From an optimization exercise on the open Yosys and OpenROAD flow, aimed at small area; shortcuts taken in it are not production practice.
Where RTL was checked, it was by simulation tests only, not by an equivalence proof against the original.
Only the layout flow was run in run 1; the RTL was not checked for function there.
Power figures rest on the tool's default switching activity, not on a simulated workload.

<file path="design.v">
module blinking (
    input  logic        clk,
    input  logic        reset,
    input  logic        we,           
    input  logic [26:0] tnew,         
    output logic        led
);
    logic        valid;               
    logic [26:0] tqn;                 
    logic [31:0] counter;
    logic [31:0] cnext;
    logic [27:0] cy;                  
    logic [32:0] k;                   
    logic        ge;
    always_comb begin
        cy[0] = 1'b1;
        for (int i = 0; i < 27; i++)
            cy[i+1] = (counter[i+5] & tqn[i]) | (counter[i+5] & cy[i]) | (tqn[i] & cy[i]);
    end
    assign ge = !valid || cy[27];
    always_comb begin
        k[0] = 1'b1;
        for (int i = 0; i < 32; i++) begin
            cnext[i] = (counter[i] ^ k[i]) & !ge;
            k[i+1]   = k[i] & counter[i];
        end
    end
    always_ff @(posedge clk or posedge reset) begin
        if (reset) valid <= 1'b0;
        else if (we) valid <= 1'b1;
    end
    always_ff @(posedge clk) begin
        if (we) tqn <= ~tnew;
    end
    always_ff @(posedge clk) begin
        counter <= cnext;
    end
    always_ff @(posedge clk or posedge reset) begin
        if (reset)   led <= 1'b0;
        else if (ge) led <= ~led;
    end
endmodule
module blinking_led
   #(parameter W = 4)
   (
    input  logic clk,
    input  logic reset,
    input  logic cs,
    input  logic read,
    input  logic write,
    input  logic [4:0] addr,
    input  logic [31:0] wr_data,
    output logic [31:0] rd_data,
    output logic [W-1:0] led_out
   );
   logic        we;
   logic [26:0] tnew;
   assign we   = cs && write && (addr[4:2] == 3'd0);
   logic [26:0] x, y;
   assign x    = wr_data[26:0];
   assign tnew = y;
   logic s1;
   logic c2;
   logic s3;
   logic c4;
   logic s5;
   logic c6;
   logic s7;
   logic c8;
   logic s9;
   logic c10;
   logic s11;
   logic c12;
   logic s13;
   logic c14;
   logic s15;
   logic c16;
   logic s17;
   logic c18;
   logic s19;
   logic c20;
   logic s21;
   logic c22;
   logic s23;
   logic c24;
   logic s25;
   logic c26;
   logic s27;
   logic c28;
   logic s29;
   logic c30;
   logic s31;
   logic c32;
   logic s33;
   logic c34;
   logic s35;
   logic c36;
   logic s37;
   logic c38;
   logic s39;
   logic c40;
   logic s41;
   logic c42;
   logic s43;
   logic c44;
   logic s45;
   logic c46;
   logic s47;
   logic c48;
   logic s49;
   logic c50;
   logic s51;
   logic c52;
   logic s53;
   logic c54;
   logic s55;
   logic c56;
   logic s57;
   logic c58;
   logic s59;
   logic c60;
   logic s61;
   logic c62;
   logic s63;
   logic c64;
   logic s65;
   logic c66;
   logic s67;
   logic c68;
   logic s69;
   logic c70;
   logic s71;
   logic c72;
   logic s73;
   logic c74;
   logic s75;
   logic c76;
   logic s77;
   logic c78;
   logic s79;
   logic c80;
   logic s81;
   logic c82;
   logic s83;
   logic c84;
   logic s85;
   logic c86;
   logic s87;
   logic c88;
   logic s89;
   logic c90;
   logic s91;
   logic c92;
   logic s93;
   logic c94;
   logic s95;
   logic c96;
   logic s97;
   logic c98;
   logic s99;
   logic c100;
   logic s101;
   logic c102;
   logic s103;
   logic c104;
   logic s105;
   logic c106;
   logic s107;
   logic c108;
   logic s109;
   logic c110;
   logic s111;
   logic c112;
   logic s113;
   logic c114;
   logic s115;
   logic c116;
   logic s117;
   logic c118;
   logic s119;
   logic c120;
   logic s121;
   logic c122;
   logic s123;
   logic c124;
   logic s125;
   logic c126;
   logic s127;
   logic c128;
   logic s129;
   logic c130;
   logic s131;
   logic c132;
   logic s133;
   logic c134;
   logic s135;
   logic c136;
   logic s137;
   logic c138;
   logic s139;
   logic c140;
   logic s141;
   logic c142;
   logic s143;
   logic c144;
   logic s145;
   logic c146;
   logic s147;
   logic c148;
   logic s149;
   logic c150;
   logic s151;
   logic c152;
   logic s153;
   logic c154;
   logic s155;
   logic c156;
   logic s157;
   logic c158;
   logic s159;
   logic c160;
   logic s161;
   logic c162;
   logic s163;
   logic c164;
   logic s165;
   logic c166;
   logic s167;
   logic c168;
   logic s169;
   logic c170;
   logic s171;
   logic c172;
   logic s173;
   logic c174;
   logic s175;
   logic c176;
   logic s177;
   logic c178;
   logic s179;
   logic c180;
   logic s181;
   logic c182;
   logic s183;
   logic c184;
   logic s185;
   logic c186;
   logic s187;
   logic c188;
   logic s189;
   logic c190;
   logic s191;
   logic c192;
   logic s193;
   logic c194;
   logic s195;
   logic c196;
   logic s197;
   logic c198;
   logic s199;
   logic c200;
   logic s201;
   logic c202;
   logic s203;
   logic c204;
   logic s205;
   logic c206;
   assign s1 = x[10] ^ x[8];
   assign c2 = x[10] & x[8];
   assign s3 = x[11] ^ x[9] ^ x[7];
   assign c4 = (x[11] & x[9]) | (x[11] & x[7]) | (x[9] & x[7]);
   assign s5 = x[6] ^ x[1];
   assign c6 = x[6] & x[1];
   assign s7 = x[12] ^ x[10] ^ x[8];
   assign c8 = (x[12] & x[10]) | (x[12] & x[8]) | (x[10] & x[8]);
   assign s9 = x[7] ^ x[2] ^ x[1];
   assign c10 = (x[7] & x[2]) | (x[7] & x[1]) | (x[2] & x[1]);
   assign s11 = x[13] ^ x[11] ^ x[9];
   assign c12 = (x[13] & x[11]) | (x[13] & x[9]) | (x[11] & x[9]);
   assign s13 = x[8] ^ x[3] ^ x[2];
   assign c14 = (x[8] & x[3]) | (x[8] & x[2]) | (x[3] & x[2]);
   assign s15 = x[14] ^ x[12] ^ x[10];
   assign c16 = (x[14] & x[12]) | (x[14] & x[10]) | (x[12] & x[10]);
   assign s17 = x[9] ^ x[4] ^ x[3];
   assign c18 = (x[9] & x[4]) | (x[9] & x[3]) | (x[4] & x[3]);
   assign s19 = x[15] ^ x[13] ^ x[11];
   assign c20 = (x[15] & x[13]) | (x[15] & x[11]) | (x[13] & x[11]);
   assign s21 = x[10] ^ x[5] ^ x[4];
   assign c22 = (x[10] & x[5]) | (x[10] & x[4]) | (x[5] & x[4]);
   assign s23 = x[16] ^ x[14] ^ x[12];
   assign c24 = (x[16] & x[14]) | (x[16] & x[12]) | (x[14] & x[12]);
   assign s25 = x[11] ^ x[6] ^ x[5];
   assign c26 = (x[11] & x[6]) | (x[11] & x[5]) | (x[6] & x[5]);
   assign s27 = x[17] ^ x[15] ^ x[13];
   assign c28 = (x[17] & x[15]) | (x[17] & x[13]) | (x[15] & x[13]);
   assign s29 = x[12] ^ x[7] ^ x[6];
   assign c30 = (x[12] & x[7]) | (x[12] & x[6]) | (x[7] & x[6]);
   assign s31 = x[18] ^ x[16] ^ x[14];
   assign c32 = (x[18] & x[16]) | (x[18] & x[14]) | (x[16] & x[14]);
   assign s33 = x[13] ^ x[8] ^ x[7];
   assign c34 = (x[13] & x[8]) | (x[13] & x[7]) | (x[8] & x[7]);
   assign s35 = x[19] ^ x[17] ^ x[15];
   assign c36 = (x[19] & x[17]) | (x[19] & x[15]) | (x[17] & x[15]);
   assign s37 = x[14] ^ x[9] ^ x[8];
   assign c38 = (x[14] & x[9]) | (x[14] & x[8]) | (x[9] & x[8]);
   assign s39 = x[20] ^ x[18] ^ x[16];
   assign c40 = (x[20] & x[18]) | (x[20] & x[16]) | (x[18] & x[16]);
   assign s41 = x[15] ^ x[10] ^ x[9];
   assign c42 = (x[15] & x[10]) | (x[15] & x[9]) | (x[10] & x[9]);
   assign s43 = x[21] ^ x[19] ^ x[17];
   assign c44 = (x[21] & x[19]) | (x[21] & x[17]) | (x[19] & x[17]);
   assign s45 = x[16] ^ x[11] ^ x[10];
   assign c46 = (x[16] & x[11]) | (x[16] & x[10]) | (x[11] & x[10]);
   assign s47 = x[22] ^ x[20] ^ x[18];
   assign c48 = (x[22] & x[20]) | (x[22] & x[18]) | (x[20] & x[18]);
   assign s49 = x[17] ^ x[12] ^ x[11];
   assign c50 = (x[17] & x[12]) | (x[17] & x[11]) | (x[12] & x[11]);
   assign s51 = x[23] ^ x[21] ^ x[19];
   assign c52 = (x[23] & x[21]) | (x[23] & x[19]) | (x[21] & x[19]);
   assign s53 = x[18] ^ x[13] ^ x[12];
   assign c54 = (x[18] & x[13]) | (x[18] & x[12]) | (x[13] & x[12]);
   assign s55 = x[24] ^ x[22] ^ x[20];
   assign c56 = (x[24] & x[22]) | (x[24] & x[20]) | (x[22] & x[20]);
   assign s57 = x[19] ^ x[14] ^ x[13];
   assign c58 = (x[19] & x[14]) | (x[19] & x[13]) | (x[14] & x[13]);
   assign s59 = x[25] ^ x[23] ^ x[21];
   assign c60 = (x[25] & x[23]) | (x[25] & x[21]) | (x[23] & x[21]);
   assign s61 = x[20] ^ x[15] ^ x[14];
   assign c62 = (x[20] & x[15]) | (x[20] & x[14]) | (x[15] & x[14]);
   assign s63 = x[26] ^ x[24] ^ x[22];
   assign c64 = (x[26] & x[24]) | (x[26] & x[22]) | (x[24] & x[22]);
   assign s65 = x[21] ^ x[16] ^ x[15];
   assign c66 = (x[21] & x[16]) | (x[21] & x[15]) | (x[16] & x[15]);
   assign s67 = x[5] ^ x[3];
   assign c68 = x[5] & x[3];
   assign s69 = x[6] ^ x[4] ^ x[2];
   assign c70 = (x[6] & x[4]) | (x[6] & x[2]) | (x[4] & x[2]);
   assign s71 = x[7] ^ x[5] ^ x[3];
   assign c72 = (x[7] & x[5]) | (x[7] & x[3]) | (x[5] & x[3]);
   assign s73 = x[8] ^ x[6] ^ x[4];
   assign c74 = (x[8] & x[6]) | (x[8] & x[4]) | (x[6] & x[4]);
   assign s75 = x[9] ^ x[7] ^ x[5];
   assign c76 = (x[9] & x[7]) | (x[9] & x[5]) | (x[7] & x[5]);
   assign s77 = s1 ^ x[6] ^ x[5];
   assign c78 = (s1 & x[6]) | (s1 & x[5]) | (x[6] & x[5]);
   assign s79 = s3 ^ s5 ^ x[0];
   assign c80 = (s3 & s5) | (s3 & x[0]) | (s5 & x[0]);
   assign s81 = s7 ^ s9 ^ c4;
   assign c82 = (s7 & s9) | (s7 & c4) | (s9 & c4);
   assign s83 = s11 ^ s13 ^ c8;
   assign c84 = (s11 & s13) | (s11 & c8) | (s13 & c8);
   assign s85 = s15 ^ s17 ^ c12;
   assign c86 = (s15 & s17) | (s15 & c12) | (s17 & c12);
   assign s87 = s19 ^ s21 ^ c16;
   assign c88 = (s19 & s21) | (s19 & c16) | (s21 & c16);
   assign s89 = s23 ^ s25 ^ c20;
   assign c90 = (s23 & s25) | (s23 & c20) | (s25 & c20);
   assign s91 = s27 ^ s29 ^ c24;
   assign c92 = (s27 & s29) | (s27 & c24) | (s29 & c24);
   assign s93 = s31 ^ s33 ^ c28;
   assign c94 = (s31 & s33) | (s31 & c28) | (s33 & c28);
   assign s95 = s35 ^ s37 ^ c32;
   assign c96 = (s35 & s37) | (s35 & c32) | (s37 & c32);
   assign s97 = s39 ^ s41 ^ c36;
   assign c98 = (s39 & s41) | (s39 & c36) | (s41 & c36);
   assign s99 = s43 ^ s45 ^ c40;
   assign c100 = (s43 & s45) | (s43 & c40) | (s45 & c40);
   assign s101 = s47 ^ s49 ^ c44;
   assign c102 = (s47 & s49) | (s47 & c44) | (s49 & c44);
   assign s103 = s51 ^ s53 ^ c48;
   assign c104 = (s51 & s53) | (s51 & c48) | (s53 & c48);
   assign s105 = s55 ^ s57 ^ c52;
   assign c106 = (s55 & s57) | (s55 & c52) | (s57 & c52);
   assign s107 = s59 ^ s61 ^ c56;
   assign c108 = (s59 & s61) | (s59 & c56) | (s61 & c56);
   assign s109 = s63 ^ s65 ^ c60;
   assign c110 = (s63 & s65) | (s63 & c60) | (s65 & c60);
   assign s111 = x[4] ^ x[2];
   assign c112 = x[4] & x[2];
   assign s113 = s67 ^ x[1] ^ x[0];
   assign c114 = (s67 & x[1]) | (s67 & x[0]) | (x[1] & x[0]);
   assign s115 = s69 ^ x[1] ^ c68;
   assign c116 = (s69 & x[1]) | (s69 & c68) | (x[1] & c68);
   assign s117 = s71 ^ x[2] ^ c70;
   assign c118 = (s71 & x[2]) | (s71 & c70) | (x[2] & c70);
   assign s119 = s73 ^ x[3] ^ c72;
   assign c120 = (s73 & x[3]) | (s73 & c72) | (x[3] & c72);
   assign s121 = s75 ^ x[4] ^ c74;
   assign c122 = (s75 & x[4]) | (s75 & c74) | (x[4] & c74);
   assign s123 = s77 ^ x[0] ^ c76;
   assign c124 = (s77 & x[0]) | (s77 & c76) | (x[0] & c76);
   assign s125 = s79 ^ c2 ^ c78;
   assign c126 = (s79 & c2) | (s79 & c78) | (c2 & c78);
   assign s127 = s81 ^ c6 ^ c80;
   assign c128 = (s81 & c6) | (s81 & c80) | (c6 & c80);
   assign s129 = s83 ^ c10 ^ c82;
   assign c130 = (s83 & c10) | (s83 & c82) | (c10 & c82);
   assign s131 = s85 ^ c14 ^ c84;
   assign c132 = (s85 & c14) | (s85 & c84) | (c14 & c84);
   assign s133 = s87 ^ c18 ^ c86;
   assign c134 = (s87 & c18) | (s87 & c86) | (c18 & c86);
   assign s135 = s89 ^ c22 ^ c88;
   assign c136 = (s89 & c22) | (s89 & c88) | (c22 & c88);
   assign s137 = s91 ^ c26 ^ c90;
   assign c138 = (s91 & c26) | (s91 & c90) | (c26 & c90);
   assign s139 = s93 ^ c30 ^ c92;
   assign c140 = (s93 & c30) | (s93 & c92) | (c30 & c92);
   assign s141 = s95 ^ c34 ^ c94;
   assign c142 = (s95 & c34) | (s95 & c94) | (c34 & c94);
   assign s143 = s97 ^ c38 ^ c96;
   assign c144 = (s97 & c38) | (s97 & c96) | (c38 & c96);
   assign s145 = s99 ^ c42 ^ c98;
   assign c146 = (s99 & c42) | (s99 & c98) | (c42 & c98);
   assign s147 = s101 ^ c46 ^ c100;
   assign c148 = (s101 & c46) | (s101 & c100) | (c46 & c100);
   assign s149 = s103 ^ c50 ^ c102;
   assign c150 = (s103 & c50) | (s103 & c102) | (c50 & c102);
   assign s151 = s105 ^ c54 ^ c104;
   assign c152 = (s105 & c54) | (s105 & c104) | (c54 & c104);
   assign s153 = s107 ^ c58 ^ c106;
   assign c154 = (s107 & c58) | (s107 & c106) | (c58 & c106);
   assign s155 = s109 ^ c62 ^ c108;
   assign c156 = (s109 & c62) | (s109 & c108) | (c62 & c108);
   assign s157 = x[2] ^ x[0];
   assign c158 = x[2] & x[0];
   assign s159 = x[3] ^ x[1] ^ c158;
   assign c160 = (x[3] & x[1]) | (x[3] & c158) | (x[1] & c158);
   assign s161 = s111 ^ x[0] ^ c160;
   assign c162 = (s111 & x[0]) | (s111 & c160) | (x[0] & c160);
   assign s163 = s113 ^ c112 ^ c162;
   assign c164 = (s113 & c112) | (s113 & c162) | (c112 & c162);
   assign s165 = s115 ^ c114 ^ c164;
   assign c166 = (s115 & c114) | (s115 & c164) | (c114 & c164);
   assign s167 = s117 ^ c116 ^ c166;
   assign c168 = (s117 & c116) | (s117 & c166) | (c116 & c166);
   assign s169 = s119 ^ c118 ^ c168;
   assign c170 = (s119 & c118) | (s119 & c168) | (c118 & c168);
   assign s171 = s121 ^ c120 ^ c170;
   assign c172 = (s121 & c120) | (s121 & c170) | (c120 & c170);
   assign s173 = s123 ^ c122 ^ c172;
   assign c174 = (s123 & c122) | (s123 & c172) | (c122 & c172);
   assign s175 = s125 ^ c124 ^ c174;
   assign c176 = (s125 & c124) | (s125 & c174) | (c124 & c174);
   assign s177 = s127 ^ c126 ^ c176;
   assign c178 = (s127 & c126) | (s127 & c176) | (c126 & c176);
   assign s179 = s129 ^ c128 ^ c178;
   assign c180 = (s129 & c128) | (s129 & c178) | (c128 & c178);
   assign s181 = s131 ^ c130 ^ c180;
   assign c182 = (s131 & c130) | (s131 & c180) | (c130 & c180);
   assign s183 = s133 ^ c132 ^ c182;
   assign c184 = (s133 & c132) | (s133 & c182) | (c132 & c182);
   assign s185 = s135 ^ c134 ^ c184;
   assign c186 = (s135 & c134) | (s135 & c184) | (c134 & c184);
   assign s187 = s137 ^ c136 ^ c186;
   assign c188 = (s137 & c136) | (s137 & c186) | (c136 & c186);
   assign s189 = s139 ^ c138 ^ c188;
   assign c190 = (s139 & c138) | (s139 & c188) | (c138 & c188);
   assign s191 = s141 ^ c140 ^ c190;
   assign c192 = (s141 & c140) | (s141 & c190) | (c140 & c190);
   assign s193 = s143 ^ c142 ^ c192;
   assign c194 = (s143 & c142) | (s143 & c192) | (c142 & c192);
   assign s195 = s145 ^ c144 ^ c194;
   assign c196 = (s145 & c144) | (s145 & c194) | (c144 & c194);
   assign s197 = s147 ^ c146 ^ c196;
   assign c198 = (s147 & c146) | (s147 & c196) | (c146 & c196);
   assign s199 = s149 ^ c148 ^ c198;
   assign c200 = (s149 & c148) | (s149 & c198) | (c148 & c198);
   assign s201 = s151 ^ c150 ^ c200;
   assign c202 = (s151 & c150) | (s151 & c200) | (c150 & c200);
   assign s203 = s153 ^ c152 ^ c202;
   assign c204 = (s153 & c152) | (s153 & c202) | (c152 & c202);
   assign s205 = s155 ^ c154 ^ c204;
   assign c206 = (s155 & c154) | (s155 & c204) | (c154 & c204);
   assign y[0] = x[0];
   assign y[1] = x[1];
   assign y[2] = s157;
   assign y[3] = s159;
   assign y[4] = s161;
   assign y[5] = s163;
   assign y[6] = s165;
   assign y[7] = s167;
   assign y[8] = s169;
   assign y[9] = s171;
   assign y[10] = s173;
   assign y[11] = s175;
   assign y[12] = s177;
   assign y[13] = s179;
   assign y[14] = s181;
   assign y[15] = s183;
   assign y[16] = s185;
   assign y[17] = s187;
   assign y[18] = s189;
   assign y[19] = s191;
   assign y[20] = s193;
   assign y[21] = s195;
   assign y[22] = s197;
   assign y[23] = s199;
   assign y[24] = s201;
   assign y[25] = s203;
   assign y[26] = s205;
   assign rd_data = 32'd0;
   genvar i;
   generate
      for (i = 0; i < W; i++) begin : g_led
         blinking led_i (.clk(clk), .reset(reset), .we(we && addr[1:0] == i),
                         .tnew(tnew), .led(led_out[i]));
      end
   endgenerate
endmodule
</file>
<file path="run.sh">
#!/bin/bash
# synth_recipe.tcl (not shown) runs the flow's synth.tcl, then flattens the netlist and writes it again
# the make line also repeats each setting of config.mk as NAME=value (left out here)
make -C /OpenROAD-flow-scripts/flow DESIGN_CONFIG=/design/flow/config.mk WORK_HOME=/design/flow/orfs CLKGATE_MAP_FILE= SYNTH_SCRIPT=/design/flow/synth_recipe.tcl finish
</file>
<file path="config.mk">
export PLATFORM = sky130hd
export DESIGN_NAME = blinking_led
export DESIGN_NICKNAME = blinking_led
export VERILOG_FILES = /design/flow/design.v
export SDC_FILE = /design/flow/constraint.sdc
export NUM_CORES = 4
export LEC_CHECK = 0
export CAP_MARGIN = 20
export CORE_MARGIN = 2
export CORE_UTILIZATION = 40
export SLEW_MARGIN = 20
</file>
<file path="constraint.sdc">
create_clock -name core_clock -period 10.0 [get_ports {clk}]
set_input_delay 2.0000 -clock core_clock [delete_from_list [all_inputs] [get_ports {clk}]]
set_output_delay 2.0000 -clock core_clock [all_outputs]
set_load 0.01 [all_outputs]
</file>
==> results.ini, run 1 <==
[placed_design]
gp_congestion=0.813
port-buffer-count=39
post_dp_cell_area_um2=13800
pre_cts_ws_ns=-1.08
hpwl_um=18000

[logic_synthesis]
synth.top_cell.area_share_pct=25.1
synth_xor_area_share_pct=1.08
synthDistinctLibCells=66
async_flop_share_pct=3.28
synth.yosys.warnings=1
synth_compound_gate_area_share_pct=8.84
post_synth.cell_area_avg_um2=12.5
synthesis.area_um2=12900
dominant_combinational_cell_family_by_area_after_synthesis=adder cells
synth_cells=1037
post_synth_main_area_contributors=edfxtp_1 25%, dfxtp_1 20%, fa_1 14%
dominant_register_cell_in_the_synthesized_netlist=dfxtp_1
simple_gate_portion_of_the_synthesized_area_pct=9.64
post_synth_fa_ha_maj_area_fraction_pct=27.2
ys_ff_latch=244
synth-edff-count=108
synth.area.mux_share_pct=0.0872
synth_largest_area_cell=edfxtp_1
seq_area_frac_synth_pct=46.5

[sta]
fin_crit_ns=10.04
hold_viol_final=0
layout_setup_ws_ns=-0.0449
min_period_over_period_pct=100
relSlewSlack_pct=48.8
max_freq_mhz=99.6
timing.final.setup_violations=4
final-max-slew-violation-count=0
finalClockSkew_ns=0.0332
setup-tns-final_ns=-0.176
tightestPinTransition_ns=0.768
rsz0062_at_grt=true

[clock_tree]
cts.reportedPaths.clkPinSlew_ns=0.06
clock_tree_from_tritoncts=yes
cts_root_buf=clkbuf_16
cts.sinks=244
cts_buffers=27
clock_insertion_delay_worst_skew_ns=0.55
cts.path.max_buffers=3
cts.htree.levels=1

[routing]
avgViaCountPerCell=4.88
drt_iter0_markers=412
detail_route.drc_violations=0
drtAntennaViolNets=0
wirelength_um=24400
num_vias=7475
drt_pre_antenna_iters=5
wl_per_cell_um=15.9

[power]
powerDensity_nw_per_um2=210
power.static_leakage_uw=0.00671
total_power_uw=3100
max-vdd-ir-drop_uv=121

[floorplan]
pin_count=78
die_x_um=184
area_of_the_die_um2=33700
rows=65
die_height_um=184
core_region_area_um2=31700
floorplan.initialDensity_pct=40.7

[finish]
layout.cell_area.non_filler_um2=14700
area.growth.synth_to_final_pct=14.0
post_route_cells_drive_above_1_share_pct=11.7
antennaDiodeCount=0
fin_nets=1368
fill_cells=2866

[worst_setup_path]
critical_path.slowest_cell=fa_2
required_time_of_the_worst_setup_path_ns=10.27
count_of_buffer_and_inverter_cells_on_the_critical_path=4
crit_family=adder cells
crit_fanout=4
worst_path_most_repeated_cell=fa_2
worst_setup_sp_type=primary input
critical_path_arrival_ns=10.32
critical_setup_path_kind=primary input to flip-flop
crit_path_end_kind=flip-flop
cp_slowest_stage_delay_ns=0.40

[min_path]
hold_path.class=flip-flop to flip-flop

[outcome]
outcome=complete, but fails checks
failed_layout_checks=setup timing

[global_route]
grtUsageMet2_pct=24.9
globalRoute.totalOverflow=0
grt_overall_usage_pct=15.2
met3_usage_pct=1.86
grtUsageMet1_pct=21.2
first_global_vias=7692
antenna_found_initial=0
wire_length_of_the_first_global_routing_pass_um=40000
top_usage_layer=met2
maximum_number_of_pins_on_one_net_before_global_route_repair=34

[flow_run]
max_cap_viol_count=0

==> layer usage <==
layer / wire length [um] / share of wire (%)
met1: 11700 / 48
met2: 11100 / 46
met3: 942 / 3.9
met4: 684 / 2.8
met5: 0 / 0
==> registers in the layout (all words and copies together), names as in the netlist <==
signal,flops
g_led.led_i.tqn,108
g_led.led_i.valid,4
g_led.led_i.counter,128
g_led.led_i.led,4
==> cell type report <==
type,count,area (um^2),share of cell area (%)
multi-input cells,650,6290,42.7
flip-flops and latches,244,6010,40.8
clock buffers,41,830,5.63
repair buffers,62,571,3.87
well taps,402,503,3.41
inverters,123,462,3.13
clock inverters,9,72.6,0.493
==> final timing paths <==
check                           slack (ns)                 startpoint  cells past startpoint                         end
max in group asynchronous             7.83                      reset                      2          g_led[0].led_i.led
worst min-delay path                  0.42  g_led[2].led_i.counter[0]                      1   g_led[2].led_i.counter[0]
min in group asynchronous             1.79                      reset                      2          g_led[2].led_i.led
worst max register to register        3.21  g_led[2].led_i.counter[0]                     34  g_led[2].led_i.counter[31]
worst max-delay path                 -0.04                 wr_data[2]                     31      g_led[1].led_i.tqn[26]
worst min register to register        0.42  g_led[2].led_i.counter[0]                      1   g_led[2].led_i.counter[0]
==> report_power, final <==
| group | internal, uW | switching, uW | total, uW |
|---|---|---|---|
| logic | 265 | 591 | 856 |
| registers | 1250 | 21.9 | 1270 |
| clock network | 577 | 399 | 975 |
| total | 2090 | 1010 | 3100 |
==> per-stage QoR <==
step                      hold slack [ns]  utilization, %  cells
final                               0.420            46.4   1531
after global routing                0.444            46.4   1531
after CTS                           0.421            46.3   1531
after detailed placement            0.411            43.5   1481
after global placement              0.410            43.5   1481
after floorplan                     0.395               -   1068
==> cell usage after synthesis, types with 15 or more instances <==
cell type,n
nor2_1,30
and3_1,31
buf_4,36
nand2_1,21
dfxtp_1,128
fa_1,93
o22ai_1,18
o21ai_0,17
edfxtp_1,108
inv_1,123
a21oi_1,16
and2_1,100
ha_1,125
a31oi_1,15
==> logic make-up (layout without fill, tap and decap cells) <==
| family | count (synthesis) | in the layout |
|---|---|---|
| AOI/OAI and AO/OA | 155 | 155 |
| and+or+nand+nor | 220 | 220 |
| adders and majority gates | 226 | 226 |
| DFF | 244 | 244 |
| xor gates and xnor gates | 16 | 16 |
| muxes | 1 | 1 |
| other | 1 | 32 |
| buffers and inverters | 174 | 235 |
==> timing repair <==
action,in CTS,in global routing
pin swaps,4,4
hold buffers,0,0
gates resized for setup,32,7
buffers inserted,0,0
setup endpoints to repair,12,8
hold endpoints to repair,0,0
==> layout by cell type (no fill, tap or decap), types with 29 or more instances in the layout <==
cell type | synthesis | routed
dfxtp_1 | 128 | 128
ha_1 | 125 | 123
inv_1 | 123 | 118
edfxtp_1 | 108 | 108
and2_1 | 100 | 100
fa_1 | 93 | 70
conb_1 | 1 | 32
clkdlybuf4s50_1 | 0 | 32
and3_1 | 31 | 31
nor2_1 | 30 | 29
==> inputs of run 2 (changes only) <==
--- a/design.v
+++ b/design.v
@@ -17,3 +17,3 @@
         for (int i = 0; i < 27; i++)
-            cy[i+1] = (counter[i+5] & tqn[i]) | (counter[i+5] & cy[i]) | (tqn[i] & cy[i]);
+            cy[i+1] = tqn[i] ? (counter[i+5] | cy[i]) : (counter[i+5] & cy[i]);
     end
@@ -267,2 +267,11 @@
    logic c206;
+   logic q207;
+   logic p208;
+   logic q209;
+   logic p210;
+   logic q211;
+   logic p212;
+   logic q213;
+   logic p214;
+   logic q215;
    assign s1 = x[10] ^ x[8];
@@ -461,4 +470,4 @@
    assign c194 = (s143 & c142) | (s143 & c192) | (c142 & c192);
-   assign s195 = s145 ^ c144 ^ c194;
-   assign c196 = (s145 & c144) | (s145 & c194) | (c144 & c194);
+   assign s195 = s145 ^ c144;
+   assign c196 = s145 & c144;
    assign s197 = s147 ^ c146 ^ c196;
@@ -473,2 +482,17 @@
    assign c206 = (s155 & c154) | (s155 & c204) | (c154 & c204);
+   assign y[21] = s195 ^ c194;
+   assign q207 = c194 & s195;
+   assign y[22] = s197 ^ q207;
+   assign p208 = s195 & s197;
+   assign q209 = c194 & p208;
+   assign y[23] = s199 ^ q209;
+   assign p210 = p208 & s199;
+   assign q211 = c194 & p210;
+   assign y[24] = s201 ^ q211;
+   assign p212 = p210 & s201;
+   assign q213 = c194 & p212;
+   assign y[25] = s203 ^ q213;
+   assign p214 = p212 & s203;
+   assign q215 = c194 & p214;
+   assign y[26] = s205 ^ q215;
    assign y[0] = x[0];
@@ -494,8 +518,2 @@
    assign y[20] = s193;
-   assign y[21] = s195;
-   assign y[22] = s197;
-   assign y[23] = s199;
-   assign y[24] = s201;
-   assign y[25] = s203;
-   assign y[26] = s205;
    assign rd_data = 32'd0;
==> flow/run.sh (new file) <==
#!/bin/bash
# Own layout flow: the standard flow with the standard synthesis unchanged, plus
#  - polopt.py: after synthesis, the full adders' polarities are chosen so that fewer
#    inverters sit between them (same logic function, same registers);
#  - cntopt.py: the counters' half adder + clear gate per bit rebuilt as xnor/xor + nor2 with
#    the carry chain in alternating polarity (same logic function, same registers);
#  - the port buffers made of the smallest buffer cell (buf_1) instead of the flow's pick;
#  - tiemerge.tcl: after global placement, one tie cell drives all the constant-0 output
#    ports instead of one tie cell per port;
#  - the clock tree built from clkbuf_16 in clusters of up to 25 sinks, with clkbuf_2 above
#    them, without dummy loads.
# Each tool's output goes to a log file of its own in this folder.
set -euo pipefail
R="$PWD/orfs/results/$FLOW_PLATFORM/blinking_led/base"
ARGS=(
  "BUFFER_PORTS_ARGS=-buffer_cell sky130_fd_sc_hd__buf_1"
  "CTS_ARGS=-sink_clustering_enable -repair_clock_nets -sink_clustering_size 25 -sink_clustering_max_diameter 100 -buf_list sky130_fd_sc_hd__clkbuf_16 -root_buf sky130_fd_sc_hd__clkbuf_2 -tree_buf sky130_fd_sc_hd__clkbuf_2 -dont_use_dummy_load"
)
bash standard.sh "$R/1_2_yosys.v" > make_synth.log 2>&1
cp "$R/1_2_yosys.v" "$R/1_2_yosys_standard.v"
python3 flow/polopt.py "$R/1_2_yosys_standard.v" "$R/1_2_yosys_polopt.v" > polopt.log 2>&1
python3 flow/cntopt.py "$R/1_2_yosys_polopt.v" "$R/1_2_yosys.v" > cntopt.log 2>&1
bash standard.sh "${ARGS[@]}" "$R/3_3_place_gp.odb" > make_place.log 2>&1
TIE_DB="$R/3_3_place_gp.odb" openroad -no_init -exit flow/tiemerge.tcl > tiemerge.log 2>&1
bash standard.sh "${ARGS[@]}" finish > make_finish.log 2>&1
==> flow/cntopt.py (new file) <==
#!/usr/bin/env python3
"""Counter clean-up for a Yosys netlist of sky130 cells.

Synthesis builds each counter bit with a clear as a half adder (q ^ k, q & k) whose sum goes
through an and2 (or nor2b) with the clear into the flip-flop. This script rebuilds those bits
with the carry chain in alternating polarity:
    carry true  k : next = nor2(clr, xnor2(q, k)),  carry out kn = nand2(q, k)
    carry low  kn : next = nor2(clr, xor2(q, kn)),  carry out k  = nor2b(kn, q)
which computes the same functions with less area. Flip-flops, ports and all other cells are
left as they are.

usage: cntopt.py IN.v OUT.v
"""
import re
import sys
import collections

src = open(sys.argv[1]).read()
m = re.search(r"^module\s.*?;\n", src, re.S | re.M)
head_end = m.end()
body_start = re.search(r"^\s*sky130_fd_sc_hd__", src[head_end:], re.M).start() + head_end
endm = src.rindex("endmodule")
decls = src[head_end:body_start]
inst_text = src[body_start:endm]

inst_re = re.compile(r"\s*(sky130_fd_sc_hd__\w+)\s+(\\\S+ |\S+)\s*\((.*?)\);\n", re.S)
pin_re = re.compile(r"\.(\w+)\(([^()]*)\)")
insts = []
pos = 0
while pos < len(inst_text):
    mm = inst_re.match(inst_text, pos)
    if not mm:
        assert inst_text[pos:].strip() == "", "unparsed: " + inst_text[pos:pos + 200]
        break
    typ, name, body = mm.groups()
    insts.append([typ, name, [(p, n.strip()) for p, n in pin_re.findall(body)]])
    pos = mm.end()

OUT_PINS = {"X", "Y", "Q", "Q_N", "SUM", "COUT", "HI", "LO"}
driver = {}
loads = collections.defaultdict(list)
for i, (t, n, pins) in enumerate(insts):
    for p, net in pins:
        if p in OUT_PINS:
            driver[net] = (i, p)
        elif net:
            loads[net].append((i, p))

def typ(i):
    return insts[i][0].replace("sky130_fd_sc_hd__", "")

def pin(i, p):
    return dict(insts[i][2])[p]

new_cells = []
new_nets = []
removed = set()
cnt = [0]

def net():
    cnt[0] += 1
    nm = f"_cnt{cnt[0]}_"
    new_nets.append(nm)
    return nm

def cell(t, pins):
    cnt[0] += 1
    new_cells.append((f"sky130_fd_sc_hd__{t}", f"_cntc{cnt[0]}_", pins))

# the clear in true polarity, one net per clear-low net (an inverter where none exists)
clr_true = {}
def clear_of(gn):
    if gn in clr_true:
        return clr_true[gn]
    d = driver.get(gn)
    if d and re.match(r"(inv|clkinv)_\d+$", typ(d[0])):
        clr_true[gn] = pin(d[0], "A")
    else:
        c = net()
        cell("inv_1", [("A", gn), ("Y", c)])
        clr_true[gn] = c
    return clr_true[gn]

# candidate bits: ha -> (q, k, clear net (true) getter, gate index, flop D net)
cand = {}
for i, (t, n, pins) in enumerate(insts):
    if not re.match(r"ha_\d+$", typ(i)):
        continue
    s = pin(i, "SUM")
    if len(loads[s]) != 1:
        continue
    g, gp = loads[s][0]
    gt = typ(g)
    d_net = pin(g, "X") if gt.startswith("and2_") else pin(g, "Y") if gt.startswith("nor2b_") else None
    if d_net is None or len(loads[d_net]) != 1:
        continue
    f, fp = loads[d_net][0]
    if not re.match(r"dfxtp_\d+$", typ(f)) or fp != "D":
        continue
    q = pin(f, "Q")
    a, b = pin(i, "A"), pin(i, "B")
    if q == a:
        k = b
    elif q == b:
        k = a
    else:
        continue
    if gt.startswith("and2_"):
        other = pin(g, "B") if gp == "A" else pin(g, "A")
        clr = ("low", other)
    else:
        if gp != "B_N":
            continue
        clr = ("true", pin(g, "A"))
    cand[i] = dict(q=q, k=k, clr=clr, gate=g, d=d_net, cout=pin(i, "COUT"))

# chains: a candidate whose k is the COUT of another candidate follows it
cout_of = {c["cout"]: i for i, c in cand.items()}
starts = [i for i, c in cand.items() if c["k"] not in cout_of]
rewired = collections.defaultdict(dict)  # consumer inst -> {pin: new net}
done = 0
for st in starts:
    i = st
    k_net, k_low = cand[i]["k"], False
    while True:
        c = cand[i]
        clr = c["clr"][1] if c["clr"][0] == "true" else clear_of(c["clr"][1])
        x = net()
        cell("xor2_1" if k_low else "xnor2_1", [("A", c["q"]), ("B", k_net), ("X" if k_low else "Y", x)])
        cell("nor2_1", [("A", clr), ("B", x), ("Y", c["d"])])
        removed.add(i)
        removed.add(c["gate"])
        done += 1
        cout = c["cout"]
        users = [(u, p) for (u, p) in loads[cout]]
        nxt = [u for (u, p) in users if u in cand and cand[u]["k"] == cout]
        others = [(u, p) for (u, p) in users if not (u in cand and cand[u]["k"] == cout)]
        if not users:
            break
        nk = net()
        if k_low:
            cell("nor2b_1", [("A", k_net), ("B_N", c["q"]), ("Y", nk)])   # k = ~kn & q
        else:
            cell("nand2_1", [("A", c["q"]), ("B", k_net), ("Y", nk)])     # kn = ~(q & k)
        new_low = not k_low
        if others:
            if new_low:
                t = net()
                cell("inv_1", [("A", nk), ("Y", t)])
            else:
                t = nk
            for (u, p) in others:
                rewired[u][p] = t
        if not nxt:
            break
        i = nxt[0]
        k_net, k_low = nk, new_low

def esc(nm):
    return nm + " " if nm.startswith("\\") else nm

out = [src[:head_end], decls] + [f"  wire {nm};\n" for nm in new_nets]
for i, (t, n, pins) in enumerate(insts):
    if i in removed:
        continue
    pins = [(p, rewired[i].get(p, nt)) for p, nt in pins]
    out.append(f"  {t} {n}(\n" + ",\n".join(f"    .{p}({esc(nt)})" for p, nt in pins) + "\n  );\n")
for t, n, pins in new_cells:
    out.append(f"  {t} {n} (\n" + ",\n".join(f"    .{p}({esc(nt)})" for p, nt in pins) + "\n  );\n")
out.append(src[endm:])
open(sys.argv[2], "w").write("".join(out))
print(f"cntopt: rebuilt {done} counter bits in {len(starts)} chains")
==> flow/polopt.py (new file) <==
#!/usr/bin/env python3
"""Inverter clean-up for a Yosys netlist of sky130 cells.

A full adder is self-dual: fa(~a, ~b, ~c) = (~sum, ~cout). Synthesis leaves inverters between
full adders wherever it picked the other polarity. This script chooses, for each full adder,
whether it computes its signals true or inverted so that as few inverters as possible are needed,
then rebuilds the inverters: every net keeps its logic function at every non-full-adder pin.
Registers, ports and all other cells are left as they are.

usage: polopt.py IN.v OUT.v
"""
import re
import sys
import collections
import math
import random

src = open(sys.argv[1]).read()
m = re.search(r"^module\s.*?;\n", src, re.S | re.M)
head_end = m.end()
body_start = re.search(r"^\s*sky130_fd_sc_hd__", src[head_end:], re.M).start() + head_end
endm = src.rindex("endmodule")
decls = src[head_end:body_start]
inst_text = src[body_start:endm]

inst_re = re.compile(r"\s*(sky130_fd_sc_hd__\w+)\s+(\\\S+ |\S+)\s*\((.*?)\);\n", re.S)
pin_re = re.compile(r"\.(\w+)\(([^()]*)\)")
insts = []
pos = 0
while pos < len(inst_text):
    mm = inst_re.match(inst_text, pos)
    if not mm:
        rest = inst_text[pos:].strip()
        assert rest == "", "unparsed: " + inst_text[pos:pos + 200]
        break
    typ, name, body = mm.groups()
    pins = [(p, n.strip()) for p, n in pin_re.findall(body)]
    insts.append([typ, name, pins])
    pos = mm.end()

OUT_PINS = {"X", "Y", "Q", "Q_N", "SUM", "COUT", "HI", "LO"}
ports_out = set()
for line in decls.splitlines():
    mo = re.match(r"\s*output\s+(\[(\d+):(\d+)\]\s+)?(\S+);", line)
    if mo:
        if mo.group(1):
            hi, lo = int(mo.group(2)), int(mo.group(3))
            for i in range(min(hi, lo), max(hi, lo) + 1):
                ports_out.add(f"{mo.group(4)}[{i}]")
        else:
            ports_out.add(mo.group(4))

def is_inv(t):
    return re.match(r"sky130_fd_sc_hd__(inv|clkinv)_\d+$", t) is not None

def is_fa(t):
    return re.match(r"sky130_fd_sc_hd__fa_\d+$", t) is not None

# inverters that may be removed: output not a port
inv_of = {}  # out net -> in net
removable = set()
for i, (t, n, pins) in enumerate(insts):
    if is_inv(t):
        d = dict(pins)
        if d["Y"] not in ports_out:
            inv_of[d["Y"]] = d["A"]
            removable.add(i)

def lit(net):
    ph = 0
    while net in inv_of:
        net = inv_of[net]
        ph ^= 1
    return net, ph

driver = {}
for i, (t, n, pins) in enumerate(insts):
    if i in removable:
        continue
    for p, net in pins:
        if p in OUT_PINS:
            driver[net] = (i, p)

# consumers: (inst, pin index, base, phase)
cons = []
for i, (t, n, pins) in enumerate(insts):
    if i in removable:
        continue
    for k, (p, net) in enumerate(pins):
        if p in OUT_PINS or net == "" or net.startswith("1'b"):
            continue
        b, ph = lit(net)
        cons.append((i, k, b, ph))

fa_ids = [i for i, (t, n, p) in enumerate(insts) if is_fa(t)]
flip = collections.defaultdict(int)
by_base = collections.defaultdict(list)
for c in cons:
    by_base[c[2]].append(c)
fa_bases = collections.defaultdict(set)  # fa -> bases it touches
for c in cons:
    if is_fa(insts[c[0]][0]):
        fa_bases[c[0]].add(c[2])
for b, (i, p) in driver.items():
    if is_fa(insts[i][0]):
        fa_bases[i].add(b)

def provided(b):
    d = driver.get(b)
    if d and is_fa(insts[d[0]][0]):
        return flip[d[0]]
    return 0

def cost(b):
    pv = provided(b)
    for (i, k, bb, ph) in by_base[b]:
        req = ph ^ (flip[i] if is_fa(insts[i][0]) else 0)
        if req != pv:
            return 1
    return 0

def total():
    return sum(cost(b) for b in by_base)

before = total()

def delta_flip(f):
    bs = fa_bases[f]
    c0 = sum(cost(b) for b in bs)
    flip[f] ^= 1
    c1 = sum(cost(b) for b in bs)
    flip[f] ^= 1
    return c1 - c0

# greedy descent, then simulated annealing from the best point found (fixed seed: repeatable)
improved = True
while improved:
    improved = False
    for f in fa_ids:
        if delta_flip(f) < 0:
            flip[f] ^= 1
            improved = True
rng = random.Random(1)
cur = total()
best, best_flip = cur, dict(flip)
steps = 200000
for step in range(steps):
    temp = 2.0 * (1 - step / steps) + 0.01
    f = rng.choice(fa_ids)
    d = delta_flip(f)
    if d <= 0 or rng.random() < math.exp(-d / temp):
        flip[f] ^= 1
        cur += d
        if cur < best:
            best, best_flip = cur, dict(flip)
flip.clear()
flip.update(best_flip)
after = total()

# rebuild
new_inv = {}
extra_decl = []
def inv_net(b):
    if b not in new_inv:
        nm = f"_pol{len(new_inv)}_"
        new_inv[b] = nm
        extra_decl.append(f"  wire {nm};\n")
    return new_inv[b]

for (i, k, b, ph) in cons:
    req = ph ^ (flip[i] if is_fa(insts[i][0]) else 0)
    p, _ = insts[i][2][k]
    insts[i][2][k] = (p, b if req == provided(b) else inv_net(b))

def esc(net):
    return net + " " if net.startswith("\\") else net

out = [src[:head_end], decls] + extra_decl
for i, (t, n, pins) in enumerate(insts):
    if i in removable:
        continue
    out.append(f"  {t} {n}(\n" + ",\n".join(f"    .{p}({esc(net)})" for p, net in pins) + "\n  );\n")
for k, (b, nm) in enumerate(new_inv.items()):
    out.append(f"  sky130_fd_sc_hd__inv_1 _polinv{k}_ (\n    .A({esc(b)}),\n    .Y({nm})\n  );\n")
out.append(src[endm:])
open(sys.argv[2], "w").write("".join(out))
print(f"polopt: {len(removable)} inverters before, {len(new_inv)} after "
      f"(bases needing one: {before} -> {after}); {sum(flip[f] for f in fa_ids)} of {len(fa_ids)} full adders flipped")
==> flow/tiemerge.tcl (new file) <==
# Merge the tie cells that drive only output ports: one conb_1 per constant value drives all
# the ports that need that value (the flow's repair_tie_fanout gives each port its own).
set db_file $::env(TIE_DB)
read_db $db_file
set block [ord::get_db_block]
array set keep {}
set removed 0
foreach inst [$block getInsts] {
  if {[[$inst getMaster] getName] ne "sky130_fd_sc_hd__conb_1"} { continue }
  set used {}
  foreach it [$inst getITerms] {
    set n [$it getNet]
    if {$n ne "NULL" && [[$it getMTerm] getName] in {HI LO}} { lappend used [list [[$it getMTerm] getName] $n] }
  }
  if {[llength $used] != 1} { continue }
  lassign [lindex $used 0] pin net
  # only nets whose sole loads are ports
  if {[llength [$net getITerms]] != 1 || [llength [$net getBTerms]] == 0} { continue }
  if {![info exists keep($pin)]} { set keep($pin) $net; continue }
  foreach bt [$net getBTerms] { $bt connect $keep($pin) }
  odb::dbInst_destroy $inst
  odb::dbNet_destroy $net
  incr removed
}
puts "tiemerge: removed $removed tie cells"
write_db $db_file
==> standard.sh (new file) <==
#!/bin/bash
# synth_recipe.tcl (not shown) runs the flow's synth.tcl, then flattens the netlist and writes it again
# the make line also repeats each setting of config.mk as NAME=value (left out here)
make -C /OpenROAD-flow-scripts/flow DESIGN_CONFIG=/design/flow/config.mk WORK_HOME=/design/flow/orfs CLKGATE_MAP_FILE= SYNTH_SCRIPT=/design/flow/synth_recipe.tcl "${@:-finish}"
--- a/config.mk
+++ b/config.mk
@@ -7,5 +7,5 @@
 export LEC_CHECK = 0
-export CAP_MARGIN = 20
+export CAP_MARGIN = 5
 export CORE_MARGIN = 2
 export CORE_UTILIZATION = 40
-export SLEW_MARGIN = 20
+export SLEW_MARGIN = 5
removed: run.sh
==> run 2 against run 1 <==
The run now finishes clean. Area after synthesis down 5.0%. Sequential power about the same. Combinational power down 3.2%. Critical path type unchanged. Largest power group unchanged.
==> results.ini, run 2 <==
[outcome]
outcome=finished clean

[logic_synthesis]
synthesis.area_um2=12300  ; -5.0%
synth_cells=1068  ; +3.0%
synth.yosys.warnings=1  ; unchanged
post_synth.cell_area_avg_um2=11.5  ; -7.7%

[clock_tree]
cts.htree.levels=1  ; unchanged
cts_buffers=13  ; -52%
cts.sinks=244  ; unchanged
cts_root_buf=clkbuf_2
cts.path.max_buffers=3  ; unchanged
post_cts_setup_repair_buffer_count=0  ; unchanged
clock_tree_from_tritoncts=yes
cts.reportedPaths.clkPinSlew_ns=0.10  ; +0.04 ns
clock_insertion_delay_worst_skew_ns=0.73  ; +0.18 ns

[floorplan]
die_height_um=179  ; -2.5%
die_x_um=179  ; -2.5%
rows=64  ; -1.5%
pin_count=78  ; unchanged
area_of_the_die_um2=32100  ; -4.9%
core_region_area_um2=30400  ; -4.1%
floorplan.initialDensity_pct=40.3  ; -0.38 points

[power]
internal-power_uw=1710  ; -18%
comb_pwr_share_pct=32.1  ; +4.5 points
max-vdd-ir-drop_uv=97.3  ; -20%
switching_power_uw=870  ; -14%
power_frac_seq_pct=49.5  ; +8.6 points
powerDensity_nw_per_um2=198  ; -5.9%
fraction_of_power_spent_switching_nets_pct=33.7  ; +1.0 points
pwr-share-clk_pct=18.5  ; -13 points
power.static_leakage_uw=0.00451  ; -33%

[placed_design]
gp_congestion=0.870  ; +7.1%
hpwl_um=18400  ; +2.0%
pre_cts_ws_ns=-0.463  ; +0.618 ns
port-buffer-count=39  ; unchanged

[routing]
detail_route.drc_violations=0  ; unchanged
drtAntennaViolNets=0  ; unchanged
wirelength_um=24000  ; -1.8%
drt_pre_antenna_iters=5  ; unchanged
drt_iter0_markers=502  ; +22%
wl_per_cell_um=16.1  ; +0.95%
num_vias=7466  ; -0.12%
avgViaCountPerCell=5.01  ; +2.6%

[global_route]
grt_overall_usage_pct=15.6  ; +0.35 points
first_global_vias=7439  ; -3.3%
globalRoute.totalOverflow=0  ; unchanged
antenna_found_initial=4  ; +4
wire_length_of_the_first_global_routing_pass_um=38600  ; -3.4%
maximum_number_of_pins_on_one_net_before_global_route_repair=34  ; unchanged

[sta]
rsz0062_at_grt=false
min_period_over_period_pct=96.0  ; -4.4 points
fin_crit_ns=9.60  ; -0.441 ns
final-max-slew-violation-count=0  ; unchanged
layout_setup_ws_ns=0.396  ; +0.441 ns
max_freq_mhz=104  ; +4.6%
setup-tns-final_ns=0  ; +0.176 ns
hold_viol_final=0  ; unchanged
relSlewSlack_pct=53.6  ; +4.8 points
timing.final.setup_violations=0  ; -4
holdWs_ns=0.463  ; +0.0433 ns
finalClockSkew_ns=0.0213  ; -0.0120 ns
tightestPinTransition_ns=0.696  ; -0.0716 ns

[finish]
largest_register_ff_count=128  ; unchanged
area_taken_by_multi_input_logic_gates_um2=5820  ; -7.5%
area.growth.synth_to_final_pct=6.28
largestRegisters=g_led.led_i.counter: 128 flops, g_led.led_i.tqn: 108 flops
mostFrequentLayoutCell=nor2_1
largest-register=g_led.led_i.counter
register_area_um2=6010  ; unchanged
postLayoutCoreUtil_pct=42.9  ; -3.6 points
post_route_cells_drive_above_1_share_pct=5.68  ; -6.0 points
fill_cells=2882  ; +0.56%
final_cell_mix=148 x nor2_1, 128 x dfxtp_1, 108 x edfxtp_1
fin_nets=1234  ; -9.8%

[min_path]
hold_path.class=flip-flop to flip-flop

[worst_setup_path]
crit_fanout=4  ; unchanged
critical_path_arrival_ns=10.05  ; -0.27 ns
required_time_of_the_worst_setup_path_ns=10.44  ; +0.17 ns
worst_setup_sp_type=primary input
critical_path.slowest_cell=fa_2
cp_slowest_stage_delay_ns=0.42  ; +0.02 ns
crit_path_end_kind=flip-flop
worst_path_most_repeated_cell=fa_2
critical_setup_path_kind=primary input to flip-flop

[flow_run]
max_cap_viol_count=0  ; unchanged

==> run 2: changes by cell type in the layout (fill, tap and decap cells not counted), sizes merged, moves of 31 or more <==
cell           delta
conb             -31
xor2             +63
nor2b            +59
inv              -81
nor2            +119
ha              -118
xnor2            +64
nand2            +70
clkdlybuf4s50    -32
and2             -94
==> run 2: power groups by stage <==
stage	Combinational, uW	Clock (uW)	Sequential (uW)
final	829	477	1280
after global routing	958	528	1280
after CTS	850	496	1280
after detailed placement	847	0	1300
after global placement	826	0	1300
after floorplan	527	0	1300
==> run 2: critical path: cells and delay by family <==
family                     cells  cell delay (ns)
buffers and inverters          2             0.15
adders and majority gates     19             7.33
xor gates and xnor gates       2             0.38
and+or+nand+nor                3             0.19
==> run 2: layout make-up <==
| cell class | count | share of cell area, % |
|---|---|---|
| tap | 396 | 3.80 |
| multi-input combinational | 731 | 44.6 |
| timing repair buffer | 58 | 2.22 |
| inverter | 45 | 1.29 |
| sequential | 244 | 46.0 |
| antenna | 3 | 0.0575 |
| clock buffer | 13 | 2.03 |
==> run 2: what timing repair did <==
item / in CTS / in global routing
resized for setup: 0 / 1
setup endpoints to repair: 0 / 4
hold buffers: 0 / 0
==> run 2: stage by stage <==
stage	power, uW	std cells	instance area, um^2
4_1_cts	2620	1487	13000
3_5_place_dp	2150	1474	12800
6_report	2580	1490	13000
2_1_floorplan	1820	1099	12400
5_1_grt	2770	1489	13000
3_3_place_gp	2130	1505	12900
==> run 2: metal layers <==
layer,GRT usage (%),wire [um]
met4,3.80,570
met1,21.9,11300
met3,1.80,976
met5,0,0
met2,25.8,11100
==> run 2: worst paths after layout <==
check / start / end / slack (ns) / cells after the start
worst max-delay path: wr_data[0] / g_led[3].led_i.tqn[26] / 0.40 / 26
worst min register to register: g_led[2].led_i.counter[0] / g_led[2].led_i.counter[0] / 0.46 / 1
worst max register to register: g_led[1].led_i.counter[0] / g_led[1].led_i.counter[31] / 4.72 / 32
max in group asynchronous: reset / g_led[2].led_i.valid / 8.24 / 2
min in group asynchronous: reset / g_led[3].led_i.valid / 1.32 / 2
worst min-delay path: g_led[2].led_i.counter[0] / g_led[2].led_i.counter[0] / 0.46 / 1
==> inputs of run 3 (changes only) <==
--- a/config.mk
+++ b/config.mk
@@ -7,5 +7,5 @@
 export LEC_CHECK = 0
-export CAP_MARGIN = 5
+export CAP_MARGIN = 20
 export CORE_MARGIN = 2
 export CORE_UTILIZATION = 40
-export SLEW_MARGIN = 5
+export SLEW_MARGIN = 20
==> run 3 against run 2 <==
Routed wire length did not move. Worst setup slack did not move. Die area did not move. Critical path depth did not move. Fmax did not move. Critical endpoint unchanged. Still clean.
==> results.ini, run 3 <==
[floorplan]
die_height_um=179  ; unchanged
pin_count=78  ; unchanged
rows=64  ; unchanged
die_x_um=179  ; unchanged
floorplan.initialDensity_pct=40.3  ; unchanged
area_of_the_die_um2=32100  ; unchanged
core_region_area_um2=30400  ; unchanged

[worst_setup_path]
crit_path_end_kind=flip-flop
required_time_of_the_worst_setup_path_ns=10.44  ; about the same
critical_path_arrival_ns=10.05  ; about the same
critical_path.reg2reg.startpoint=g_led[1].led_i.counter[0]
r2r_cells=32  ; unchanged
worst_setup_sp_type=primary input
worst_r2r_endpoint=g_led[1].led_i.counter[31]
setup.reg_to_reg.worst_slack_ns=4.72  ; about the same
crit_fanout=4  ; unchanged
critical_setup_path_kind=primary input to flip-flop

[routing]
avgViaCountPerCell=5.01  ; unchanged
drtAntennaViolNets=0  ; unchanged
detail_route.drc_violations=0  ; unchanged
drt_iter0_markers=502  ; unchanged
drt_pre_antenna_iters=5  ; unchanged
wirelength_um=24000  ; unchanged
wl_per_cell_um=16.1  ; unchanged
num_vias=7466  ; unchanged

[clock_tree]
cts.htree.levels=1  ; unchanged
cts_root_buf=clkbuf_2
cts.reportedPaths.clkPinSlew_ns=0.10  ; about the same
cts.path.max_buffers=3  ; unchanged
cts.sinks=244  ; unchanged
clock_insertion_delay_worst_skew_ns=0.73  ; about the same
clock_tree_from_tritoncts=yes
cts_buffers=13  ; unchanged
post_cts_setup_repair_buffer_count=0  ; unchanged

[global_route]
maximum_number_of_pins_on_one_net_before_global_route_repair=34  ; unchanged
wire_length_of_the_first_global_routing_pass_um=38600  ; unchanged
grt_overall_usage_pct=15.6  ; unchanged
first_global_vias=7439  ; unchanged
globalRoute.totalOverflow=0  ; unchanged
antenna_found_initial=4  ; unchanged

[power]
comb_pwr_share_pct=32.1  ; about the same
power.static_leakage_uw=0.00451  ; unchanged
internal-power_uw=1710  ; unchanged
total_power_uw=2580  ; unchanged
fraction_of_power_spent_switching_nets_pct=33.7  ; unchanged
max-vdd-ir-drop_uv=97.3  ; unchanged
power_frac_seq_pct=49.5  ; about the same
powerDensity_nw_per_um2=198  ; unchanged
switching_power_uw=870  ; unchanged
pwr-share-clk_pct=18.5  ; about the same

[sta]
min_period_over_period_pct=96.0  ; unchanged
max_freq_mhz=104  ; unchanged
final-max-slew-violation-count=0  ; unchanged
hold_viol_final=0  ; unchanged
fin_crit_ns=9.60  ; unchanged
tightestPinTransition_ns=0.696  ; unchanged
relSlewSlack_pct=53.6  ; unchanged
timing.final.setup_violations=0  ; unchanged
rsz0062_at_grt=false
finalClockSkew_ns=0.0213  ; unchanged

[min_path]
holdCritStartpoint=g_led[2].led_i.counter[0]
hold_path.class=flip-flop to flip-flop
worst_hold_path.num_cells=1  ; unchanged
worstHoldEndpoint=g_led[2].led_i.counter[0]

[logic_synthesis]
synthesis.area_um2=12300  ; unchanged
post_synth.cell_area_avg_um2=11.5  ; unchanged
synth_cells=1068  ; unchanged
synth.yosys.warnings=1  ; unchanged

[finish]
post_route_cells_drive_above_1_share_pct=5.68  ; unchanged
mostFrequentLayoutCell=nor2_1
fill_cells=2882  ; unchanged
largest_register_ff_count=128  ; unchanged
largestRegisters=g_led.led_i.counter: 128 flops, g_led.led_i.tqn: 108 flops
area.growth.synth_to_final_pct=6.28  ; unchanged
final_cell_mix=148 x nor2_1, 128 x dfxtp_1, 108 x edfxtp_1
fin_nets=1234  ; unchanged
largest-register=g_led.led_i.counter
layout.cell_area.non_filler_um2=13000  ; unchanged

[outcome]
outcome=finished clean

[placed_design]
gp_congestion=0.870  ; unchanged
port-buffer-count=39  ; unchanged
post_dp_cell_area_um2=12800  ; unchanged
hpwl_um=18400  ; unchanged

[flow_run]
max_cap_viol_count=0  ; unchanged

-- run 3: worst max-delay path by stage --
| stage | startpoint | end | cells after the start |
|---|---|---|---|
| 6_report | wr_data[0] | g_led[3].led_i.tqn[26] | 26 |
| 5_1_grt | wr_data[0] | g_led[2].led_i.tqn[25] | 26 |
| 4_1_cts | wr_data[0] | g_led[3].led_i.tqn[26] | 26 |
| 3_5_place_dp | wr_data[0] | g_led[1].led_i.tqn[26] | 26 |
| 3_3_place_gp | wr_data[0] | g_led[1].led_i.tqn[26] | 26 |
| 2_1_floorplan | wr_data[0] | g_led[0].led_i.tqn[26] | 25 |
-- run 3: power by group through the flow --
stage	registers, uW	logic [uW]	clock network (uW)
floorplan	1300	527	0
global placement	1300	826	0
detailed placement	1300	847	0
CTS	1280	850	496
global route	1280	958	528
finish	1280	829	477
-- run 3: final cells by class --
cell class | count | area (um^2) | share of cell area, %
clock buffers | 13 | 265 | 2.03
multi-input cells | 731 | 5820 | 44.6
inverters | 45 | 169 | 1.29
diodes | 3 | 7.51 | 0.0575
repair buffers | 58 | 289 | 2.22
well taps | 396 | 495 | 3.80
flip-flops and latches | 244 | 6010 | 46.0
-- run 3: critical path, stage by stage --
cell	delay, ns
buf_1	0.09
ha_1	0.21
fa_2	0.34
fa_2	0.38
fa_2	0.35
fa_2	0.35
fa_2	0.41
fa_2	0.40
fa_2	0.42
fa_2	0.41
fa_2	0.42
fa_2	0.41
fa_2	0.41
fa_2	0.40
fa_2	0.41
fa_2	0.40
fa_2	0.41
fa_2	0.40
fa_2	0.41
fa_2	0.39
inv_1	0.06
nor3b_1	0.05
nand2_1	0.08
nor3_1	0.06
xnor2_1	0.23
xnor2_2	0.15
-- run 3: routing by layer --
metal  share of wire (%)  vias to the layer above  track usage, %
li1                    -                     3618               -
met1                  47                     3666            21.9
met2                  46                      154            25.8
met3                 4.1                       28            1.80
met4                 2.4                        0            3.80
met5                   0                        -               0
-- run 3: through the flow --
stage                     instances  setup WS, ns  setup TNS [ns]  hold slack, ns  util, %
after floorplan                1099       0.00675               0           0.426        -
after global placement         1505        -0.377           -4.95           0.434     42.3
after detailed placement       1474        -0.463           -6.64           0.448     42.0
after CTS                      1487         0.273               0           0.466     42.8
after global routing           1489         0.118               0           0.487     42.9
final                          1490         0.396               0           0.463     42.9
-- run 3: what timing repair did --
item,CTS,global route
endpoints found under the hold margin,0,0
hold buffers,0,0
setup endpoints to repair,0,4
resized for setup,0,1
==> inputs of run 4 (changes only) <==
--- a/flow/run.sh
+++ b/flow/run.sh
@@ -16,3 +16,3 @@
   "BUFFER_PORTS_ARGS=-buffer_cell sky130_fd_sc_hd__buf_1"
-  "CTS_ARGS=-sink_clustering_enable -repair_clock_nets -sink_clustering_size 25 -sink_clustering_max_diameter 100 -buf_list sky130_fd_sc_hd__clkbuf_16 -root_buf sky130_fd_sc_hd__clkbuf_2 -tree_buf sky130_fd_sc_hd__clkbuf_2 -dont_use_dummy_load"
+  "CTS_ARGS=-sink_clustering_enable -repair_clock_nets -sink_clustering_size 31 -sink_clustering_max_diameter 120 -buf_list sky130_fd_sc_hd__clkbuf_16 -root_buf sky130_fd_sc_hd__clkbuf_2 -tree_buf sky130_fd_sc_hd__clkbuf_2 -dont_use_dummy_load"
 )
==> run 4 against run 3 <==
Worst setup slack got worse by 0.014 ns. Clock power fell by 8.2%. Register-to-register slack barely moved. Critical endpoint is now g_led[3].led_i.tqn[25]. Sequential power barely moved. Clock skew fell by 0.0050 ns. Critical path type unchanged. Sequential cell count did not move. Routed wire length rose by 0.29%. Combinational power barely moved. Still clean on timing, DRC and antenna. Via count rose by 0.11%.
==> results.ini, run 4 <==
[logic_synthesis]
synthesis.area_um2=12300  ; unchanged
synth_cells=1068  ; unchanged
post_synth.cell_area_avg_um2=11.5  ; unchanged
synth.yosys.warnings=1  ; unchanged

[finish]
largestRegisters=g_led.led_i.counter: 128 flops, g_led.led_i.tqn: 108 flops
largest_register_ff_count=128  ; unchanged
largest-register=g_led.led_i.counter
register_area_um2=6010  ; unchanged
post_route_cells_drive_above_1_share_pct=5.51  ; -0.17 points
area.growth.synth_to_final_pct=5.85
final_cell_mix=148 x nor2_1, 128 x dfxtp_1, 108 x edfxtp_1
fin_nets=1232  ; -0.16%
area_taken_by_multi_input_logic_gates_um2=5820  ; unchanged
fill_cells=2887  ; +0.17%
fin_cells=1487  ; -0.20%
mostFrequentLayoutCell=nor2_1

[clock_tree]
cts.sinks=244  ; unchanged
cts.htree.levels=1  ; unchanged
cts_buffers=11  ; -2
clock_tree_from_tritoncts=yes
cts.hold.buffers_added=0  ; unchanged
cts.reportedPaths.clkPinSlew_ns=0.12  ; +0.02 ns
cts.path.max_buffers=3  ; unchanged
clock_insertion_delay_worst_skew_ns=0.69  ; -0.04 ns
cts_root_buf=clkbuf_2

[placed_design]
port-buffer-count=39  ; unchanged
place.detailed.instances=1474  ; unchanged
gp_congestion=0.870  ; unchanged
hpwl_um=18400  ; unchanged

[routing]
drt_iter0_markers=453  ; -9.8%
wl_per_cell_um=16.2  ; +0.49%
met3RoutedLength_um=998  ; +2.3%
avgViaCountPerCell=5.03  ; +0.31%
wirelength_um=24000  ; +0.29%
drt_pre_antenna_iters=7  ; +2
drtAntennaViolNets=0  ; unchanged
num_vias=7474  ; +0.11%
met2_length_um=11100  ; -0.13%
dr.max_layer_used=met4
drt-met1-wl_um=11400  ; +0.25%
detail_route.drc_violations=0  ; unchanged

[floorplan]
rows=64  ; unchanged
area_of_the_die_um2=32100  ; unchanged
pin_count=78  ; unchanged
die_x_um=179  ; unchanged
floorplan.initialDensity_pct=40.3  ; unchanged
core_region_area_um2=30400  ; unchanged
die_height_um=179  ; unchanged

[power]
powerDensity_nw_per_um2=196  ; -1.2%
max-vdd-ir-drop_uv=97.0  ; -0.29%
total_power_uw=2540  ; -1.6%
fraction_of_power_spent_switching_nets_pct=33.9  ; +0.22 points
power.static_leakage_uw=0.00448  ; -0.55%
pwr-share-clk_pct=17.2  ; -1.3 points
comb_pwr_share_pct=32.5  ; +0.4 points
switching_power_uw=861  ; -0.94%
power_frac_seq_pct=50.3  ; +0.8 points
internal-power_uw=1680  ; -1.9%

[global_route]
wire_length_of_the_first_global_routing_pass_um=38600  ; -0.23%
first_global_vias=7463  ; +0.32%
globalRoute.totalOverflow=0  ; unchanged
antenna_found_initial=4  ; unchanged
grt_overall_usage_pct=15.6  ; +0.027 points
maximum_number_of_pins_on_one_net_before_global_route_repair=34  ; unchanged

[sta]
fin_crit_ns=9.62  ; +0.0138 ns
finalClockSkew_ns=0.0163  ; -0.00502 ns
relSlewSlack_pct=52.6  ; -1.0 points
final-max-slew-violation-count=0  ; unchanged
timing.final.setup_violations=0  ; unchanged
max_freq_mhz=104  ; -0.14%
hold_viol_final=0  ; unchanged
rsz0062_at_grt=false
min_period_over_period_pct=96.2  ; +0.14 points
tightestPinTransition_ns=0.711  ; +0.0150 ns

[worst_setup_path]
critical_setup_path_kind=primary input to flip-flop
required_time_of_the_worst_setup_path_ns=10.46  ; +0.02 ns
crit_path_end_kind=flip-flop
critical_path_arrival_ns=10.08  ; +0.03 ns
crit_fanout=4  ; unchanged
worst_setup_sp_type=primary input

[flow_run]
max_cap_viol_count=0  ; unchanged

[outcome]
outcome=finished clean

[min_path]
hold_path.class=flip-flop to flip-flop

## run 4: through the flow
stage	setup WS [ns]	setup TNS, ns	area [um^2]	hold slack (ns)	utilization [%]
5_1_grt	0.0842	0	13000	0.489	42.7
3_5_place_dp	-0.463	-6.64	12800	0.448	42.0
4_1_cts	0.238	0	13000	0.469	42.7
3_3_place_gp	-0.377	-4.95	12900	0.434	42.3
6_report	0.382	0	13000	0.466	42.7
2_1_floorplan	0.00675	0	12400	0.426	-
## run 4: final timing paths
| check | startpoint | to | slack (ns) | depth (start not counted) |
|---|---|---|---|---|
| max in group asynchronous | reset | g_led[1].led_i.valid | 8.19 | 2 |
| max reg2reg | g_led[1].led_i.counter[0] | g_led[1].led_i.counter[31] | 4.71 | 32 |
| min | g_led[2].led_i.counter[0] | g_led[2].led_i.counter[0] | 0.47 | 1 |
| min in group asynchronous | reset | g_led[3].led_i.led | 1.37 | 2 |
| max | wr_data[0] | g_led[3].led_i.tqn[25] | 0.38 | 26 |
| min reg2reg | g_led[2].led_i.counter[0] | g_led[2].led_i.counter[0] | 0.47 | 1 |
## run 4: routing by layer
| metal | vias to the layer above | GRT usage, % |
|---|---|---|
| met2 | 177 | 25.6 |
| met3 | 26 | 1.76 |
| li1 | 3602 | - |
| met4 | 0 | 4.27 |
| met5 | - | 0 |
| met1 | 3669 | 21.9 |
## run 4: critical path, cell delays in order
cell and delay [ns]:
buf_1 0.09, ha_1 0.21, fa_2 0.34, fa_2 0.38, fa_2 0.35, fa_2 0.35
fa_2 0.41, fa_2 0.40, fa_2 0.42, fa_2 0.41, fa_2 0.42, fa_2 0.41
fa_2 0.41, fa_2 0.40, fa_2 0.41, fa_2 0.40, fa_2 0.41, fa_2 0.40
fa_2 0.41, fa_2 0.39, inv_1 0.06, nor3b_1 0.05, nand2_1 0.08, buf_4 0.12
nor2_1 0.04, xor2_1 0.32
## run 4: power groups by stage
stage	clock, uW	combinational [uW]	sequential [uW]
global placement	0	826	1300
finish	438	826	1280
detailed placement	0	847	1300
global route	484	958	1280
floorplan	0	527	1300
CTS	457	850	1280
## run 4: timing repair
action / in CTS / in global routing
hold endpoints to repair: 0 / 0
endpoints found under the setup margin: 0 / 4
buffers inserted: 0 / 0
gates resized for setup: 0 / 1
## run 4: final cells by class
| class | instances | share of cell area, % |
|---|---|---|
| Tap cell | 396 | 3.81 |
| Clock buffer | 11 | 1.66 |
| Inverter | 45 | 1.30 |
| Multi-Input combinational cell | 731 | 44.8 |
| Antenna cell | 2 | 0.0385 |
| Timing Repair Buffer | 58 | 2.22 |
| Sequential cell | 244 | 46.2 |

==> separate check: timing with driven ports <==
No port has a modelled driver above. Below, the same layouts with a new extraction and two added sets of constraints.
Step 1 assumes that a clkbuf_16 drives the clock port and a buf_2 every other input.
Step 2 also shifts input and output timing later by t, the mid clock arrival at the registers, as if the neighbouring blocks saw the same clock.
Slacks: no drivers / after step 1 / after step 2; pairs: no drivers / after step 1.
run | shift t [ns] | setup WS [ns] | worst setup path after step 2 | clock arrival spread, ns | worst data-port slew with drivers (ns)
run 1 | 0.576 | -0.045 / -0.057 / -0.633 | input to register | 0.033 / 0.033 | 0.08
run 2 | 0.755 | 0.396 / 0.416 / -0.339 | input to register | 0.022 / 0.022 | 0.11
run 3 | 0.755 | 0.396 / 0.416 / -0.339 | input to register | 0.022 / 0.022 | 0.11
run 4 | 0.725 | 0.382 / 0.405 / -0.320 | input to register | 0.022 / 0.022 | 0.10
Met with ideal ports but missed after step 2: setup timing in run 2, run 3 and run 4.
